What follows belongs to an exercise in optimizing a design on an open flow for small area, a short achievable clock period and few clock cycles per item; a production flow would make more cautious choices.
Only simulation tests tie the RTL to the original design; equivalence was not proved.

**flow/design.v**
```verilog
module mul16hi(input [15:0] b, input [7:0] one, input [7:0] two, input [7:0] neg,
               input d8, output [15:0] hi);
  wire [16:0] pp0, pp1, pp2, pp3, pp4, pp5, pp6, pp7;
  wire [15:0] p8 = b & {16{d8}};
  wire [7:0] ng = neg, nn = ~neg;
  wire [17:0] be = {1'b0, b, 1'b0};
  assign pp0 = (({17{one[0]}} & {1'b0, b}) | ({17{two[0]}} & {b, 1'b0})) ^ {17{neg[0]}};
  assign pp1 = (({17{one[1]}} & {1'b0, b}) | ({17{two[1]}} & {b, 1'b0})) ^ {17{neg[1]}};
  assign pp2 = (({17{one[2]}} & {1'b0, b}) | ({17{two[2]}} & {b, 1'b0})) ^ {17{neg[2]}};
  assign pp3 = (({17{one[3]}} & {1'b0, b}) | ({17{two[3]}} & {b, 1'b0})) ^ {17{neg[3]}};
  assign pp4 = (({17{one[4]}} & {1'b0, b}) | ({17{two[4]}} & {b, 1'b0})) ^ {17{neg[4]}};
  assign pp5 = (({17{one[5]}} & {1'b0, b}) | ({17{two[5]}} & {b, 1'b0})) ^ {17{neg[5]}};
  assign pp6 = (({17{one[6]}} & {1'b0, b}) | ({17{two[6]}} & {b, 1'b0})) ^ {17{neg[6]}};
  assign pp7 = (({17{one[7]}} & {1'b0, b}) | ({17{two[7]}} & {b, 1'b0})) ^ {17{neg[7]}};
  wire n1, n2, n3, n4, n5, n6, n7, n8, n9, n10, n11, n12, n13, n14, n15, n16, n17, n18, n19, n20, n21, n22, n23, n24, n25, n26, n27, n28, n29, n30, n31, n32, n33, n34, n35, n36, n37, n38, n39, n40, n41, n42, n43, n44, n45, n46, n47, n48, n49, n50, n51, n52, n53, n54, n55, n56, n57, n58, n59, n60, n61, n62, n63, n64, n65, n66, n67, n68, n69, n70, n71, n72, n73, n74, n75, n76, n77, n78, n79, n80, n81, n82, n83, n84, n85, n86, n87, n88, n89, n90, n91, n92, n93, n94, n95, n96, n97, n98, n99, n100, n101, n102, n103, n104, n105, n106, n107, n108, n109, n110, n111, n112, n113, n114, n115, n116, n117, n118, n119, n120, n121, n122, n123, n124, n125, n126, n127, n128, n129, n130, n131, n132, n133, n134, n135, n136, n137, n138, n139, n140, n141, n142, n143, n144, n145, n146, n147, n148, n149, n150, n151, n152, n153, n154, n155, n156, n157, n158, n159, n160, n161, n162, n163, n164, n165, n166, n167, n168, n169, n170, n171, n172, n173, n174, n175, n176, n177, n178, n179, n180, n181, n182, n183, n184, n185, n186, n187, n188, n189, n190, n191, n192, n193, n194, n195, n196, n197, n198, n199, n200, n201, n202, n203, n204, n205, n206, n207, n208, n209, n210, n211, n212, n213, n214, n215, n216, n217, n218, n219, n220, n221, n222, n223, n224, n225, n226, n227, n228, n229, n230, n231, n232, n233, n234, n235, n236, n237, n238, n239, n240, n241, n242, n243, n244, n245, n246, n247, n248, n249, n250, n251, n252, n253, n254, n255, n256, n257, n258, n259, n260, n261, n262, n263, n264;
  assign n1 = pp0[10] ^ pp1[8];
  assign n2 = pp0[10] & pp1[8];
  assign n3 = pp0[11] ^ pp1[9];
  assign n4 = pp0[11] & pp1[9];
  assign n5 = pp0[12] ^ pp1[10] ^ pp2[8];
  assign n6 = (pp0[12] & pp1[10]) | (pp0[12] & pp2[8]) | (pp1[10] & pp2[8]);
  assign n7 = pp3[6] ^ pp4[4];
  assign n8 = pp3[6] & pp4[4];
  assign n9 = pp0[13] ^ pp1[11] ^ pp2[9];
  assign n10 = (pp0[13] & pp1[11]) | (pp0[13] & pp2[9]) | (pp1[11] & pp2[9]);
  assign n11 = pp3[7] ^ pp4[5];
  assign n12 = pp3[7] & pp4[5];
  assign n13 = pp0[14] ^ pp1[12] ^ pp2[10];
  assign n14 = (pp0[14] & pp1[12]) | (pp0[14] & pp2[10]) | (pp1[12] & pp2[10]);
  assign n15 = pp3[8] ^ pp4[6] ^ pp5[4];
  assign n16 = (pp3[8] & pp4[6]) | (pp3[8] & pp5[4]) | (pp4[6] & pp5[4]);
  assign n17 = pp6[2] ^ pp7[0];
  assign n18 = pp6[2] & pp7[0];
  assign n19 = pp0[15] ^ pp1[13] ^ pp2[11];
  assign n20 = (pp0[15] & pp1[13]) | (pp0[15] & pp2[11]) | (pp1[13] & pp2[11]);
  assign n21 = pp3[9] ^ pp4[7] ^ pp5[5];
  assign n22 = (pp3[9] & pp4[7]) | (pp3[9] & pp5[5]) | (pp4[7] & pp5[5]);
  assign n23 = pp6[3] ^ pp7[1];
  assign n24 = pp6[3] & pp7[1];
  assign n25 = pp0[16] ^ pp1[14] ^ pp2[12];
  assign n26 = (pp0[16] & pp1[14]) | (pp0[16] & pp2[12]) | (pp1[14] & pp2[12]);
  assign n27 = pp3[10] ^ pp4[8] ^ pp5[6];
  assign n28 = (pp3[10] & pp4[8]) | (pp3[10] & pp5[6]) | (pp4[8] & pp5[6]);
  assign n29 = pp6[4] ^ pp7[2] ^ p8[0];
  assign n30 = (pp6[4] & pp7[2]) | (pp6[4] & p8[0]) | (pp7[2] & p8[0]);
  assign n31 = ng[0] ^ pp1[15] ^ pp2[13];
  assign n32 = (ng[0] & pp1[15]) | (ng[0] & pp2[13]) | (pp1[15] & pp2[13]);
  assign n33 = pp3[11] ^ pp4[9] ^ pp5[7];
  assign n34 = (pp3[11] & pp4[9]) | (pp3[11] & pp5[7]) | (pp4[9] & pp5[7]);
  assign n35 = pp6[5] ^ pp7[3] ^ p8[1];
  assign n36 = (pp6[5] & pp7[3]) | (pp6[5] & p8[1]) | (pp7[3] & p8[1]);
  assign n37 = ng[0] ^ pp1[16] ^ pp2[14];
  assign n38 = (ng[0] & pp1[16]) | (ng[0] & pp2[14]) | (pp1[16] & pp2[14]);
  assign n39 = pp3[12] ^ pp4[10] ^ pp5[8];
  assign n40 = (pp3[12] & pp4[10]) | (pp3[12] & pp5[8]) | (pp4[10] & pp5[8]);
  assign n41 = pp6[6] ^ pp7[4] ^ p8[2];
  assign n42 = (pp6[6] & pp7[4]) | (pp6[6] & p8[2]) | (pp7[4] & p8[2]);
  assign n43 = nn[0] ^ nn[1] ^ pp2[15];
  assign n44 = (nn[0] & nn[1]) | (nn[0] & pp2[15]) | (nn[1] & pp2[15]);
  assign n45 = pp3[13] ^ pp4[11] ^ pp5[9];
  assign n46 = (pp3[13] & pp4[11]) | (pp3[13] & pp5[9]) | (pp4[11] & pp5[9]);
  assign n47 = pp6[7] ^ pp7[5] ^ p8[3];
  assign n48 = (pp6[7] & pp7[5]) | (pp6[7] & p8[3]) | (pp7[5] & p8[3]);
  assign n49 = 1'b1 ^ pp2[16] ^ pp3[14];
  assign n50 = (1'b1 & pp2[16]) | (1'b1 & pp3[14]) | (pp2[16] & pp3[14]);
  assign n51 = pp4[12] ^ pp5[10] ^ pp6[8];
  assign n52 = (pp4[12] & pp5[10]) | (pp4[12] & pp6[8]) | (pp5[10] & pp6[8]);
  assign n53 = pp7[6] ^ p8[4];
  assign n54 = pp7[6] & p8[4];
  assign n55 = nn[2] ^ pp3[15] ^ pp4[13];
  assign n56 = (nn[2] & pp3[15]) | (nn[2] & pp4[13]) | (pp3[15] & pp4[13]);
  assign n57 = pp5[11] ^ pp6[9] ^ pp7[7];
  assign n58 = (pp5[11] & pp6[9]) | (pp5[11] & pp7[7]) | (pp6[9] & pp7[7]);
  assign n59 = 1'b1 ^ pp3[16] ^ pp4[14];
  assign n60 = (1'b1 & pp3[16]) | (1'b1 & pp4[14]) | (pp3[16] & pp4[14]);
  assign n61 = pp5[12] ^ pp6[10];
  assign n62 = pp5[12] & pp6[10];
  assign n63 = nn[3] ^ pp4[15] ^ pp5[13];
  assign n64 = (nn[3] & pp4[15]) | (nn[3] & pp5[13]) | (pp4[15] & pp5[13]);
  assign n65 = 1'b1 ^ pp4[16];
  assign n66 = 1'b1 & pp4[16];
  assign n67 = pp0[6] ^ pp1[4];
  assign n68 = pp0[6] & pp1[4];
  assign n69 = pp0[7] ^ pp1[5];
  assign n70 = pp0[7] & pp1[5];
  assign n71 = pp0[8] ^ pp1[6] ^ pp2[4];
  assign n72 = (pp0[8] & pp1[6]) | (pp0[8] & pp2[4]) | (pp1[6] & pp2[4]);
  assign n73 = pp3[2] ^ pp4[0];
  assign n74 = pp3[2] & pp4[0];
  assign n75 = pp0[9] ^ pp1[7] ^ pp2[5];
  assign n76 = (pp0[9] & pp1[7]) | (pp0[9] & pp2[5]) | (pp1[7] & pp2[5]);
  assign n77 = pp3[3] ^ pp4[1];
  assign n78 = pp3[3] & pp4[1];
  assign n79 = pp2[6] ^ pp3[4] ^ pp4[2];
  assign n80 = (pp2[6] & pp3[4]) | (pp2[6] & pp4[2]) | (pp3[4] & pp4[2]);
  assign n81 = pp5[0] ^ ng[5] ^ n1;
  assign n82 = (pp5[0] & ng[5]) | (pp5[0] & n1) | (ng[5] & n1);
  assign n83 = pp2[7] ^ pp3[5] ^ pp4[3];
  assign n84 = (pp2[7] & pp3[5]) | (pp2[7] & pp4[3]) | (pp3[5] & pp4[3]);
  assign n85 = pp5[1] ^ n2 ^ n3;
  assign n86 = (pp5[1] & n2) | (pp5[1] & n3) | (n2 & n3);
  assign n87 = pp5[2] ^ pp6[0] ^ ng[6];
  assign n88 = (pp5[2] & pp6[0]) | (pp5[2] & ng[6]) | (pp6[0] & ng[6]);
  assign n89 = n4 ^ n5 ^ n7;
  assign n90 = (n4 & n5) | (n4 & n7) | (n5 & n7);
  assign n91 = pp5[3] ^ pp6[1] ^ n6;
  assign n92 = (pp5[3] & pp6[1]) | (pp5[3] & n6) | (pp6[1] & n6);
  assign n93 = n8 ^ n9 ^ n11;
  assign n94 = (n8 & n9) | (n8 & n11) | (n9 & n11);
  assign n95 = ng[7] ^ n10 ^ n12;
  assign n96 = (ng[7] & n10) | (ng[7] & n12) | (n10 & n12);
  assign n97 = n13 ^ n15 ^ n17;
  assign n98 = (n13 & n15) | (n13 & n17) | (n15 & n17);
  assign n99 = n14 ^ n16 ^ n18;
  assign n100 = (n14 & n16) | (n14 & n18) | (n16 & n18);
  assign n101 = n19 ^ n21 ^ n23;
  assign n102 = (n19 & n21) | (n19 & n23) | (n21 & n23);
  assign n103 = n20 ^ n22 ^ n24;
  assign n104 = (n20 & n22) | (n20 & n24) | (n22 & n24);
  assign n105 = n25 ^ n27 ^ n29;
  assign n106 = (n25 & n27) | (n25 & n29) | (n27 & n29);
  assign n107 = n26 ^ n28 ^ n30;
  assign n108 = (n26 & n28) | (n26 & n30) | (n28 & n30);
  assign n109 = n31 ^ n33 ^ n35;
  assign n110 = (n31 & n33) | (n31 & n35) | (n33 & n35);
  assign n111 = n32 ^ n34 ^ n36;
  assign n112 = (n32 & n34) | (n32 & n36) | (n34 & n36);
  assign n113 = n37 ^ n39 ^ n41;
  assign n114 = (n37 & n39) | (n37 & n41) | (n39 & n41);
  assign n115 = n38 ^ n40 ^ n42;
  assign n116 = (n38 & n40) | (n38 & n42) | (n40 & n42);
  assign n117 = n43 ^ n45 ^ n47;
  assign n118 = (n43 & n45) | (n43 & n47) | (n45 & n47);
  assign n119 = n44 ^ n46 ^ n48;
  assign n120 = (n44 & n46) | (n44 & n48) | (n46 & n48);
  assign n121 = n49 ^ n51 ^ n53;
  assign n122 = (n49 & n51) | (n49 & n53) | (n51 & n53);
  assign n123 = p8[5] ^ n50 ^ n52;
  assign n124 = (p8[5] & n50) | (p8[5] & n52) | (n50 & n52);
  assign n125 = n54 ^ n55 ^ n57;
  assign n126 = (n54 & n55) | (n54 & n57) | (n55 & n57);
  assign n127 = pp7[8] ^ p8[6] ^ n56;
  assign n128 = (pp7[8] & p8[6]) | (pp7[8] & n56) | (p8[6] & n56);
  assign n129 = n58 ^ n59 ^ n61;
  assign n130 = (n58 & n59) | (n58 & n61) | (n59 & n61);
  assign n131 = pp6[11] ^ pp7[9] ^ p8[7];
  assign n132 = (pp6[11] & pp7[9]) | (pp6[11] & p8[7]) | (pp7[9] & p8[7]);
  assign n133 = n60 ^ n62 ^ n63;
  assign n134 = (n60 & n62) | (n60 & n63) | (n62 & n63);
  assign n135 = pp5[14] ^ pp6[12] ^ pp7[10];
  assign n136 = (pp5[14] & pp6[12]) | (pp5[14] & pp7[10]) | (pp6[12] & pp7[10]);
  assign n137 = p8[8] ^ n64 ^ n65;
  assign n138 = (p8[8] & n64) | (p8[8] & n65) | (n64 & n65);
  assign n139 = nn[4] ^ pp5[15] ^ pp6[13];
  assign n140 = (nn[4] & pp5[15]) | (nn[4] & pp6[13]) | (pp5[15] & pp6[13]);
  assign n141 = pp7[11] ^ p8[9] ^ n66;
  assign n142 = (pp7[11] & p8[9]) | (pp7[11] & n66) | (p8[9] & n66);
  assign n143 = 1'b1 ^ pp5[16] ^ pp6[14];
  assign n144 = (1'b1 & pp5[16]) | (1'b1 & pp6[14]) | (pp5[16] & pp6[14]);
  assign n145 = pp7[12] ^ p8[10];
  assign n146 = pp7[12] & p8[10];
  assign n147 = nn[5] ^ pp6[15] ^ pp7[13];
  assign n148 = (nn[5] & pp6[15]) | (nn[5] & pp7[13]) | (pp6[15] & pp7[13]);
  assign n149 = 1'b1 ^ pp6[16];
  assign n150 = 1'b1 & pp6[16];
  assign n151 = pp0[4] ^ pp1[2];
  assign n152 = pp0[4] & pp1[2];
  assign n153 = pp0[5] ^ pp1[3];
  assign n154 = pp0[5] & pp1[3];
  assign n155 = pp2[2] ^ pp3[0] ^ ng[3];
  assign n156 = (pp2[2] & pp3[0]) | (pp2[2] & ng[3]) | (pp3[0] & ng[3]);
  assign n157 = pp2[3] ^ pp3[1] ^ n68;
  assign n158 = (pp2[3] & pp3[1]) | (pp2[3] & n68) | (pp3[1] & n68);
  assign n159 = ng[4] ^ n70 ^ n71;
  assign n160 = (ng[4] & n70) | (ng[4] & n71) | (n70 & n71);
  assign n161 = n72 ^ n74 ^ n75;
  assign n162 = (n72 & n74) | (n72 & n75) | (n74 & n75);
  assign n163 = n76 ^ n78 ^ n79;
  assign n164 = (n76 & n78) | (n76 & n79) | (n78 & n79);
  assign n165 = n80 ^ n82 ^ n83;
  assign n166 = (n80 & n82) | (n80 & n83) | (n82 & n83);
  assign n167 = n84 ^ n86 ^ n87;
  assign n168 = (n84 & n86) | (n84 & n87) | (n86 & n87);
  assign n169 = n88 ^ n90 ^ n91;
  assign n170 = (n88 & n90) | (n88 & n91) | (n90 & n91);
  assign n171 = n92 ^ n94 ^ n95;
  assign n172 = (n92 & n94) | (n92 & n95) | (n94 & n95);
  assign n173 = n96 ^ n98 ^ n99;
  assign n174 = (n96 & n98) | (n96 & n99) | (n98 & n99);
  assign n175 = n100 ^ n102 ^ n103;
  assign n176 = (n100 & n102) | (n100 & n103) | (n102 & n103);
  assign n177 = n104 ^ n106 ^ n107;
  assign n178 = (n104 & n106) | (n104 & n107) | (n106 & n107);
  assign n179 = n108 ^ n110 ^ n111;
  assign n180 = (n108 & n110) | (n108 & n111) | (n110 & n111);
  assign n181 = n112 ^ n114 ^ n115;
  assign n182 = (n112 & n114) | (n112 & n115) | (n114 & n115);
  assign n183 = n116 ^ n118 ^ n119;
  assign n184 = (n116 & n118) | (n116 & n119) | (n118 & n119);
  assign n185 = n120 ^ n122 ^ n123;
  assign n186 = (n120 & n122) | (n120 & n123) | (n122 & n123);
  assign n187 = n124 ^ n126 ^ n127;
  assign n188 = (n124 & n126) | (n124 & n127) | (n126 & n127);
  assign n189 = n128 ^ n130 ^ n131;
  assign n190 = (n128 & n130) | (n128 & n131) | (n130 & n131);
  assign n191 = n132 ^ n134 ^ n135;
  assign n192 = (n132 & n134) | (n132 & n135) | (n134 & n135);
  assign n193 = n136 ^ n138 ^ n139;
  assign n194 = (n136 & n138) | (n136 & n139) | (n138 & n139);
  assign n195 = n140 ^ n142 ^ n143;
  assign n196 = (n140 & n142) | (n140 & n143) | (n142 & n143);
  assign n197 = p8[11] ^ n144 ^ n146;
  assign n198 = (p8[11] & n144) | (p8[11] & n146) | (n144 & n146);
  assign n199 = pp7[14] ^ p8[12] ^ n148;
  assign n200 = (pp7[14] & p8[12]) | (pp7[14] & n148) | (p8[12] & n148);
  assign n201 = nn[6] ^ pp7[15] ^ p8[13];
  assign n202 = (nn[6] & pp7[15]) | (nn[6] & p8[13]) | (pp7[15] & p8[13]);
  assign n203 = 1'b1 ^ pp7[16];
  assign n204 = 1'b1 & pp7[16];
  assign n205 = pp0[2] ^ pp1[0];
  assign n206 = pp0[2] & pp1[0];
  assign n207 = pp0[3] ^ pp1[1];
  assign n208 = pp0[3] & pp1[1];
  assign n209 = pp2[0] ^ ng[2] ^ n151;
  assign n210 = (pp2[0] & ng[2]) | (pp2[0] & n151) | (ng[2] & n151);
  assign n211 = pp2[1] ^ n152 ^ n153;
  assign n212 = (pp2[1] & n152) | (pp2[1] & n153) | (n152 & n153);
  assign n213 = n67 ^ n154 ^ n155;
  assign n214 = (n67 & n154) | (n67 & n155) | (n154 & n155);
  assign n215 = n69 ^ n156 ^ n157;
  assign n216 = (n69 & n156) | (n69 & n157) | (n156 & n157);
  assign n217 = n73 ^ n158 ^ n159;
  assign n218 = (n73 & n158) | (n73 & n159) | (n158 & n159);
  assign n219 = n77 ^ n160 ^ n161;
  assign n220 = (n77 & n160) | (n77 & n161) | (n160 & n161);
  assign n221 = n81 ^ n162 ^ n163;
  assign n222 = (n81 & n162) | (n81 & n163) | (n162 & n163);
  assign n223 = n85 ^ n164 ^ n165;
  assign n224 = (n85 & n164) | (n85 & n165) | (n164 & n165);
  assign n225 = n89 ^ n166 ^ n167;
  assign n226 = (n89 & n166) | (n89 & n167) | (n166 & n167);
  assign n227 = n93 ^ n168 ^ n169;
  assign n228 = (n93 & n168) | (n93 & n169) | (n168 & n169);
  assign n229 = n97 ^ n170 ^ n171;
  assign n230 = (n97 & n170) | (n97 & n171) | (n170 & n171);
  assign n231 = n101 ^ n172 ^ n173;
  assign n232 = (n101 & n172) | (n101 & n173) | (n172 & n173);
  assign n233 = n105 ^ n174 ^ n175;
  assign n234 = (n105 & n174) | (n105 & n175) | (n174 & n175);
  assign n235 = n109 ^ n176 ^ n177;
  assign n236 = (n109 & n176) | (n109 & n177) | (n176 & n177);
  assign n237 = n113 ^ n178 ^ n179;
  assign n238 = (n113 & n178) | (n113 & n179) | (n178 & n179);
  assign n239 = n117 ^ n180 ^ n181;
  assign n240 = (n117 & n180) | (n117 & n181) | (n180 & n181);
  assign n241 = n121 ^ n182 ^ n183;
  assign n242 = (n121 & n182) | (n121 & n183) | (n182 & n183);
  assign n243 = n125 ^ n184 ^ n185;
  assign n244 = (n125 & n184) | (n125 & n185) | (n184 & n185);
  assign n245 = n129 ^ n186 ^ n187;
  assign n246 = (n129 & n186) | (n129 & n187) | (n186 & n187);
  assign n247 = n133 ^ n188 ^ n189;
  assign n248 = (n133 & n188) | (n133 & n189) | (n188 & n189);
  assign n249 = n137 ^ n190 ^ n191;
  assign n250 = (n137 & n190) | (n137 & n191) | (n190 & n191);
  assign n251 = n141 ^ n192 ^ n193;
  assign n252 = (n141 & n192) | (n141 & n193) | (n192 & n193);
  assign n253 = n145 ^ n194 ^ n195;
  assign n254 = (n145 & n194) | (n145 & n195) | (n194 & n195);
  assign n255 = n147 ^ n196 ^ n197;
  assign n256 = (n147 & n196) | (n147 & n197) | (n196 & n197);
  assign n257 = n149 ^ n198 ^ n199;
  assign n258 = (n149 & n198) | (n149 & n199) | (n198 & n199);
  assign n259 = n150 ^ n200 ^ n201;
  assign n260 = (n150 & n200) | (n150 & n201) | (n200 & n201);
  assign n261 = p8[14] ^ n202 ^ n203;
  assign n262 = (p8[14] & n202) | (p8[14] & n203) | (n202 & n203);
  assign n263 = nn[7] ^ p8[15] ^ n204;
  assign n264 = (nn[7] & p8[15]) | (nn[7] & n204) | (p8[15] & n204);
  wire [31:0] ra = {n262, n260, n258, n256, n254, n252, n250, n248, n246, n244, n242, n240, n238, n236, n234, n232, n230, n228, n226, n224, n222, n220, n218, n216, n214, n212, n210, n208, n206, ng[1], pp0[1], pp0[0]};
  wire [31:0] rb = {n263, n261, n259, n257, n255, n253, n251, n249, n247, n245, n243, n241, n239, n237, n235, n233, n231, n229, n227, n225, n223, n221, n219, n217, n215, n213, n211, n209, n207, n205, 1'b0, ng[0]};
  wire [31:0] s = ra + rb;
  assign hi = s[31:16];
endmodule
module exponential(input clk, rst, start, input [15:0] x,
                   output done, output [1:0] intpart, output [15:0] fracpart);
  reg  [8:1]  s;           
  wire        idle = ~|s;
  reg  [15:0] u;
  reg  [17:0] r;
  reg  [7:0]  xone, xtwo, xneg;    
  reg         x15;
  always @(posedge clk or posedge rst)
    if (rst) s <= 8'b0;
    else     s <= {s[7:1], idle & start};
  assign done = idle;
  function ge(input [15:0] v, input [15:0] k);
    integer i;
    reg q;
    begin
      q = 1'b1;
      for (i = 0; i < 16; i = i + 1)
        q = k[i] ? (v[i] & q) : (v[i] | q);
      ge = q;
    end
  endfunction
  function [23:0] enc(input [15:0] v);
    integer i;
    reg [16:0] e;
    reg [7:0] o, t, n;
    begin
      e = {v, 1'b0};
      for (i = 0; i < 8; i = i + 1) begin
        o[i] = e[2*i+1] ^ e[2*i];
        t[i] = (e[2*i+2] & ~e[2*i+1] & ~e[2*i]) | (~e[2*i+2] & e[2*i+1] & e[2*i]);
        n[i] = e[2*i+2];
      end
      enc = {o, t, n};
    end
  endfunction
  wire [7:0] eone, etwo, eneg;
  assign {eone, etwo, eneg} = enc(x);
  wire [11:0] g;
  assign g[0] = ge(x, 16'd46904);
  assign g[1] = ge(x, 16'd51031);
  assign g[2] = ge(x, 16'd53627);
  assign g[3] = ge(x, 16'd55899);
  assign g[4] = ge(x, 16'd57544);
  assign g[5] = ge(x, 16'd58980);
  assign g[6] = ge(x, 16'd60309);
  assign g[7] = ge(x, 16'd61357);
  assign g[8] = ge(x, 16'd62481);
  assign g[9] = ge(x, 16'd63365);
  assign g[10] = ge(x, 16'd64192);
  assign g[11] = ge(x, 16'd64957);
  reg [17:0] r0;
  always @* begin
    casez (g)
      12'b1???????????: r0 = 18'h0FFFF + 18'd13;
      12'b01??????????: r0 = 18'h0FFFF + 18'd12;
      12'b001?????????: r0 = 18'h0FFFF + 18'd11;
      12'b0001????????: r0 = 18'h0FFFF + 18'd10;
      12'b00001???????: r0 = 18'h0FFFF + 18'd8;
      12'b000001??????: r0 = 18'h0FFFF + 18'd7;
      12'b0000001?????: r0 = 18'h0FFFF + 18'd6;
      12'b00000001????: r0 = 18'h0FFFF + 18'd5;
      12'b000000001???: r0 = 18'h0FFFF + 18'd4;
      12'b0000000001??: r0 = 18'h0FFFF + 18'd3;
      12'b00000000001?: r0 = 18'h0FFFF + 18'd2;
      12'b000000000001: r0 = 18'h0FFFF + 18'd1;
      default:          r0 = 18'h0FFFF;
    endcase
  end
  wire [15:0] t0 = |x[15:1] ? x - 16'd2 : 16'd0;
  localparam [23:0] E5 = enc(16'h5555), E3 = enc(16'h3333), E2 = enc(16'h2AAA);
  wire [7:0] one = xone, two = xtwo, neg = xneg;
  wire       d8  = x15;
  wire [15:0] b = u;
  wire [15:0] hi;
  mul16hi mul(.b(b), .one(one), .two(two), .neg(neg), .d8(d8), .hi(hi));
  wire [17:0] sum = r + {2'b0, b};
  always @(posedge clk) begin
    {xone, xtwo, xneg} <= s[2] ? E5 : s[5] ? E3 : s[7] ? E2 : {eone, etwo, eneg};
    x15 <= ~(s[2] | s[5] | s[7]) & x[15];
    if (idle & start) begin
      u <= t0;
      r <= r0;
    end else if (~idle) begin
      u <= s[1] ? {1'b0, hi[15:1]} : s[4] ? {2'b0, hi[15:2]} : hi;
      if (s[1] | s[2] | s[4] | s[5] | s[7]) r <= sum;
    end
  end
  assign {intpart, fracpart} = sum;
endmodule
```
**flow/run.sh**
```bash
#!/bin/bash
# synth_recipe.tcl (not shown) runs the flow's synth.tcl, then flattens the netlist and writes it again
# the make line also repeats each setting of config.mk as NAME=value (left out here)
make -C /OpenROAD-flow-scripts/flow DESIGN_CONFIG=/design/flow/config.mk WORK_HOME=/design/flow/orfs CLKGATE_MAP_FILE= SYNTH_SCRIPT=/design/flow/synth_recipe.tcl finish
```
**flow/config.mk**
```make
export PLATFORM = sky130hd
export DESIGN_NAME = exponential
export DESIGN_NICKNAME = exponential
export VERILOG_FILES = /design/flow/design.v
export SDC_FILE = /design/flow/constraint.sdc
export NUM_CORES = 4
export LEC_CHECK = 0
export CAP_MARGIN = 20
export CORE_MARGIN = 2
export CORE_UTILIZATION = 40
export SETUP_SLACK_MARGIN = 2
export SLEW_MARGIN = 20
```
**flow/constraint.sdc**
```tcl
create_clock -name core_clock -period 9.0 [get_ports {clk}]
set_input_delay 1.8000 -clock core_clock [delete_from_list [all_inputs] [get_ports {clk}]]
set_output_delay 1.8000 -clock core_clock [all_outputs]
set_load 0.01 [all_outputs]
```
==> results.json, run 1 <==
{
  "max-cap-violations": 0,
  "core_region_area_um2": 26000,
  "syn_to_final_growth_pct": 7.55,
  "syn_nets": 1443,
  "io_pins": 38,
  "async_flop_share_pct": 11.9,
  "ys_types": 66,
  "final_nets": 1405,
  "cts.sinks": 67,
  "numCtsBuffers": 9,
  "start_kind": "flip-flop",
  "vias": 8686,
  "synth_seq_area_share_pct": 16.3,
  "path_buf_inv": 4,
  "num_rows": 59,
  "synth-warning-count": 1,
  "rsz0062_at_grt": "false",
  "drtAntennaViolNets": 0,
  "fill_cells": 2625,
  "relSlewSlack_pct": 29.3,
  "syn_area_um2": 10600,
  "grt_antenna_before_repair": 0,
  "cp_slowest_stage_delay_ns": 0.73,
  "finalSetupTns_ns": 0,
  "status": "finished clean",
  "drive_above_1_share_pct": 3.47,
  "grt_pass1_vias": 8793,
  "cts-resized-gates": 0,
  "cts.htree.levels": 3,
  "top_layer": "met4",
  "finClkSkew_ns": 0.00569,
  "synth_cells": 1246,
  "grt_usage_pct": 22.3,
  "viasPerCell": 5.61,
  "clk_latency_ns": 0.33,
  "gp_congestion": 0.960,
  "fmax_ghz": 0.151,
  "synth-edff-count": 34,
  "dr.pass1.iters": 6,
  "postCtsSetupBuffers": 0,
  "period_share_pct": 73.6,
  "yosys_register_bits": 67,
  "initial_utilization_pct": 40.6,
  "drtIter0Drc": 701,
  "cts.clk_slew.worst_paths_ns": 0.05,
  "finalHoldViolations": 0,
  "num_antenna_cells": 0,
  "end_kind": "flip-flop",
  "ys.flop_type": "edfxtp_1",
  "drc": 0,
  "io_buffers": 37,
  "post-route-min-period_ns": 6.63,
  "drv_slew": 0,
  "die-area_um2": 27700,
  "crit_chain": "inv_1 -> xnor2_1 -> fa_1 -> fa_1 -> inv_1 -> fa_1 -> inv_1 -> fa_1 -> inv_1 -> ha_1 -> a211o_1 -> o32a_1 -> and4_4 -> a21boi_4 -> o21ai_2 -> a311o_1 -> a21oi_2 -> xor2_1 -> a221o_1",
  "crit_slowest_cell": "dfxtp_1",
  "critPathTopFamily": "adder cells",
  "setup_viol": 0,
  "wl_per_cell_um": 19.6,
  "dp_hpwl_um": 23000,
  "ctsHoldBuffers": 0,
  "worst_pin_slew_ns": 1.05,
  "grt.overflow.total": 0,
  "cp_max_fo": 11,
  "cts_tree": "yes",
  "wl_met3_um": 2170,
  "die_y_um": 166,
  "path_class": "reg -> reg",
  "die_x_um": 166,
  "wl_um": 30300,
  "grt_pass1_wl_um": 49200,
  "grt_max_degree": 23,
  "crit_required_ns": 9.08,
  "root_buffer": "clkbuf_16",
  "cts.path.max_buffers": 2,
  "hold_class": "reg -> reg",
  "wl_met2_um": 13600,
  "syn_area_per_cell_um2": 8.47,
  "critPathArrivalTime_ns": 6.70,
  "wirelength_met1_um": 13900
}
[area by class of cell]
| cell class | count | area [um2] | share of cell area, % |
|---|---|---|---|
| Tap cell | 335 | 419 | 3.69 |
| Clock buffer | 11 | 233 | 2.05 |
| Inverter | 201 | 754 | 6.64 |
| Multi-Input combinational cell | 879 | 7710 | 67.9 |
| Sequential cell | 67 | 1720 | 15.2 |
| Clock inverter | 4 | 45.0 | 0.397 |
| Timing Repair Buffer | 50 | 468 | 4.12 |
[sequential cells by signal, summed over array words and instances (netlist names)]
name / count
x15: 1
u: 16
xone: 8
xtwo: 8
xneg: 8
r: 18
s: 8
[cells in the final DEF (no fill, tap or decap), drive strengths merged, types with 9 or more instances in the layout]
| master | instances |
|---|---|
| buf | 13 |
| nor2 | 81 |
| a31oi | 9 |
| nor3 | 22 |
| a211oi | 12 |
| xnor2 | 150 |
| clkdlybuf4s50 | 37 |
| clkbuf | 11 |
| nand2b | 9 |
| dfxtp | 25 |
| nand3 | 17 |
| edfxtp | 34 |
| a22oi | 125 |
| xor2 | 26 |
| fa | 105 |
| o21a | 14 |
| o21ai | 40 |
| a21oi | 44 |
| nand2 | 59 |
| ha | 73 |
| inv | 198 |
| and2 | 14 |
[stage by stage]
stage / hold slack (ns) / std cells / area [um2] / util (%) / setup WS (ns)
2_1_floorplan: 0.347 / 1246 / 10600 / - / 2.99
3_3_place_gp: 0.352 / 1532 / 11100 / 42.6 / 2.44
4_1_cts: 0.371 / 1547 / 11400 / 43.7 / 2.39
5_1_grt: 0.398 / 1547 / 11400 / 43.7 / 2.09
3_5_place_dp: 0.360 / 1532 / 11100 / 42.6 / 2.40
6_report: 0.366 / 1547 / 11400 / 43.7 / 2.37
[synth_stat cells (all sizes together), types with 26 or more instances]
library cell / number / share of area (%)
inv: 198 / 7.0
edfxtp: 34 / 9.7
ha: 73 / 8.7
nand2: 59 / 2.1
a21oi: 44 / 2.1
xor2: 26 / 2.2
clkbuf: 92 / 3.3
xnor2: 150 / 12
o21ai: 40 / 2.0
a22oi: 125 / 8.9
fa: 105 / 20
nor2: 81 / 2.9
[kinds of logic after synthesis]
group / after synthesis / synth area share, %
fa+ha+maj: 178 / 28.6
compound gates: 292 / 19.4
simple gates: 226 / 9.73
flops: 67 / 16.3
xor+xnor: 176 / 14.6
buf+inv: 300 / 10.7
mux: 7 / 0.711
[metal layers]
layer / vias to the layer above / track usage, %
met2: 347 / 34.2
met4: 0 / 7.20
met1: 4223 / 31.9
met3: 50 / 4.04
li1: 4066 / -
met5: - / 0
[path summary, 6_finish.rpt]
check | start | endpoint | slack [ns] | depth (start not counted)
worst max-delay path | xneg[6]$_SDFF_PP0_ | u[14]$_DFFE_PP_ | 2.37 | 19
worst min-delay path | s[6]$_DFF_PP0_ | s[7]$_DFF_PP0_ | 0.37 | 0
worst min register to register | s[6]$_DFF_PP0_ | s[7]$_DFF_PP0_ | 0.37 | 0
worst max register to register | xneg[6]$_SDFF_PP0_ | u[14]$_DFFE_PP_ | 2.37 | 19
min in group asynchronous | rst | s[8]$_DFF_PP0_ | 1.74 | 2
max in group asynchronous | rst | s[4]$_DFF_PP0_ | 7.03 | 2
Testbench counts, summed over its fixed seeds: cycles 72,000, items 8,000.
==> inputs of run 2 (changes only) <==
--- a/flow/config.mk
+++ b/flow/config.mk
@@ -8,5 +8,5 @@
 export CAP_MARGIN = 20
 export CORE_MARGIN = 2
 export CORE_UTILIZATION = 40
-export SETUP_SLACK_MARGIN = 2
+export SETUP_SLACK_MARGIN = 3
 export SLEW_MARGIN = 20
==> results.json, run 2 <==
{
  "ys_top_cells_by_count": "inv_1 (196), xnor2_1 (150), a22oi_1 (125)",
  "dp_hpwl_um": 23000,
  "synth.top_cell.area_share_pct": 19.9,
  "regMostFlops": "r",
  "final_common_cell": "inv_1",
  "fmax_ghz": 0.173,
  "io_buffers": 37,
  "worst_pin_slew_ns": 1.05,
  "root_buffer": "clkbuf_16",
  "post-route-min-period_ns": 5.79,
  "rsz0062_at_grt": "true",
  "num_antenna_cells": 0,
  "grt_usage_pct": 22.6,
  "finClkSkew_ns": 0.0123,
  "cts.clk_slew.worst_paths_ns": 0.06,
  "vias": 8880,
  "cts.htree.levels": 3,
  "grt.overflow.total": 0,
  "end_kind": "flip-flop",
  "synth.largest_area_cell": "fa_1",
  "ys.flop_type": "edfxtp_1",
  "cp_slowest_stage_delay_ns": 0.54,
  "critPathTopFamily": "adder cells",
  "synth_seq_area_share_pct": 16.3,
  "grt_antenna_before_repair": 0,
  "grt_pass1_vias": 8897,
  "status": "finished clean",
  "grt_max_degree": 22,
  "fin_ws_ns": 3.21,
  "synth-warning-count": 1,
  "crit_slowest_cell": "fa_1",
  "cts.sinks": 67,
  "dr.pass1.iters": 6,
  "synth_most_common_cell": "inv_1",
  "num_rows": 59,
  "period_share_pct": 64.3,
  "synth_cells": 1246,
  "critPathArrivalTime_ns": 5.86,
  "die_x_um": 166,
  "async_flop_share_pct": 11.9,
  "yosys_register_bits": 67,
  "final_nets": 1464,
  "drc": 0,
  "path_buf_inv": 4,
  "cts.path.max_buffers": 2,
  "drv_slew": 0,
  "clk_latency_ns": 0.33,
  "viasPerCell": 5.53,
  "crit_required_ns": 9.07,
  "cp_max_fo": 5,
  "start_kind": "flip-flop",
  "drtIter0Drc": 857,
  "synth-edff-count": 34,
  "final_cell_mix": "inv_1 (195), xnor2_1 (150), a22oi_1 (123)",
  "syn_area_per_cell_um2": 8.47,
  "largest_reg_flops": 18,
  "max-cap-violations": 0,
  "top_regs": "r x18, u x16",
  "grt_pass1_wl_um": 49900,
  "hold_class": "reg -> reg",
  "ys_types": 66,
  "relSlewSlack_pct": 29.3,
  "cts_tree": "yes",
  "drtAntennaViolNets": 0,
  "finalHoldViolations": 0,
  "die_y_um": 166,
  "setup_viol": 0,
  "path_class": "reg -> reg",
  "syn_nets": 1443,
  "initial_utilization_pct": 40.6,
  "core_region_area_um2": 26000,
  "wl_per_cell_um": 19.5,
  "finalSetupTns_ns": 0,
  "wl_um": 31300,
  "syn_area_um2": 10600,
  "numCtsBuffers": 9,
  "io_pins": 38,
  "pre_cts_slack_ns": 2.36,
  "syn_to_final_growth_pct": 12.6,
  "gp_congestion": 0.947,
  "drive_above_1_share_pct": 10.2,
  "crit_chain": "buf_4 -> a22oi_1 -> xnor2_1 -> fa_2 -> fa_1 -> inv_1 -> fa_1 -> inv_1 -> fa_1 -> inv_1 -> ha_1 -> a211o_1 -> o32a_4 -> and4_4 -> a21boi_4 -> o21ai_2 -> a311o_1 -> a21oi_2 -> xor2_1 -> a221o_1",
  "die-area_um2": 27700,
  "synthTopCellsByArea": "fa_1 (20%), xnor2_1 (12%), edfxtp_1 (9.7%), a22oi_1 (8.9%), ha_1 (8.7%)"
}
run 2: cell counts after synthesis:
Identical to the previous run, type by type.
run 2: repair_timing:
item	CTS	global route
setup buffers	51	10
gates resized for setup	21	19
gates cloned	0	0
setup endpoints to repair	15	10
hold buffers	0	0
pin swaps	0	3
run 2: path summary, 6_finish.rpt:
kind | slack (ns) | cells after the start | to | startpoint
hold / removal | 0.37 | 0 | s[7]$_DFF_PP0_ | s[6]$_DFF_PP0_
setup / recovery | 3.21 | 20 | u[14]$_DFFE_PP_ | u[3]$_DFFE_PP_
min in group asynchronous | 1.71 | 2 | s[3]$_DFF_PP0_ | rst
hold reg to reg | 0.37 | 0 | s[7]$_DFF_PP0_ | s[6]$_DFF_PP0_
max in group asynchronous | 7.05 | 2 | s[7]$_DFF_PP0_ | rst
setup reg to reg | 3.21 | 20 | u[14]$_DFFE_PP_ | u[3]$_DFFE_PP_
run 2: area by class of cell:
cell class	count	area [um2]
multi-input cells	879	7740
inverters	201	762
clock inverters	6	41.3
well taps	335	419
repair buffers	109	931
fillers	2593	14100
flip-flops and latches	67	1770
clock buffers	10	229
run 2: layer usage:
metal	global-route usage [%]	up-vias	wire (um)
li1	-	4191	-
met1	31.8	4313	14000
met2	35.8	347	14300
met3	4.18	29	2430
met4	5.77	0	587
met5	0	-	0
run 2: kinds of logic (layout without fill, tap and decap cells):
| kind of cell | count (synthesis) | in the layout | synth area share, % |
|---|---|---|---|
| multiplexers | 7 | 7 | 0.711 |
| AO/OA/AOI/OAI | 292 | 292 | 19.4 |
| flip-flops | 67 | 67 | 16.3 |
| AND/OR/NAND/NOR | 226 | 226 | 9.73 |
| adder cells (fa/ha/maj) | 178 | 178 | 28.6 |
| XOR/XNOR | 176 | 176 | 14.6 |
| buffers and inverters | 300 | 326 | 10.7 |
run 2: stage by stage:
step                      util (%)  area, um2  instances  hold WS (ns)
after global placement        42.6      11100       1530         0.356
after CTS                     45.2      11800       1597         0.370
after floorplan                  -      10600       1246         0.347
after global routing          45.8      11900       1607         0.379
final                         45.8      11900       1607         0.369
after detailed placement      42.6      11100       1530         0.358

re-timing with driven ports:
Ports are ideal in the flow. The routed layouts listed here were re-timed in OpenROAD.
Step 1, drivers: a clkbuf_16 drives clk and a buf_2 each remaining input, both assumed.
Step 2, shift: input delay + t, output delay - t, t = (earliest + latest rising clock arrival at the registers) / 2. This alone moves slack from input paths to output paths.
Slacks: no drivers / after step 1 / after step 2; pairs: no drivers / after step 1.
| run | t, ns | setup WS [ns] | worst setup path after step 2 | worst data-port slew with drivers (ns) | pins driven straight from the clock port |
|---|---|---|---|---|---|
| run 1 | 0.358 | 2.372 / 2.372 / 2.372 | register to register | 0.04 | 1 |
| run 2 | 0.358 | 3.210 / 3.210 / 3.210 | register to register | 0.04 | 1 |
After both steps setup and hold are still met in every run listed.
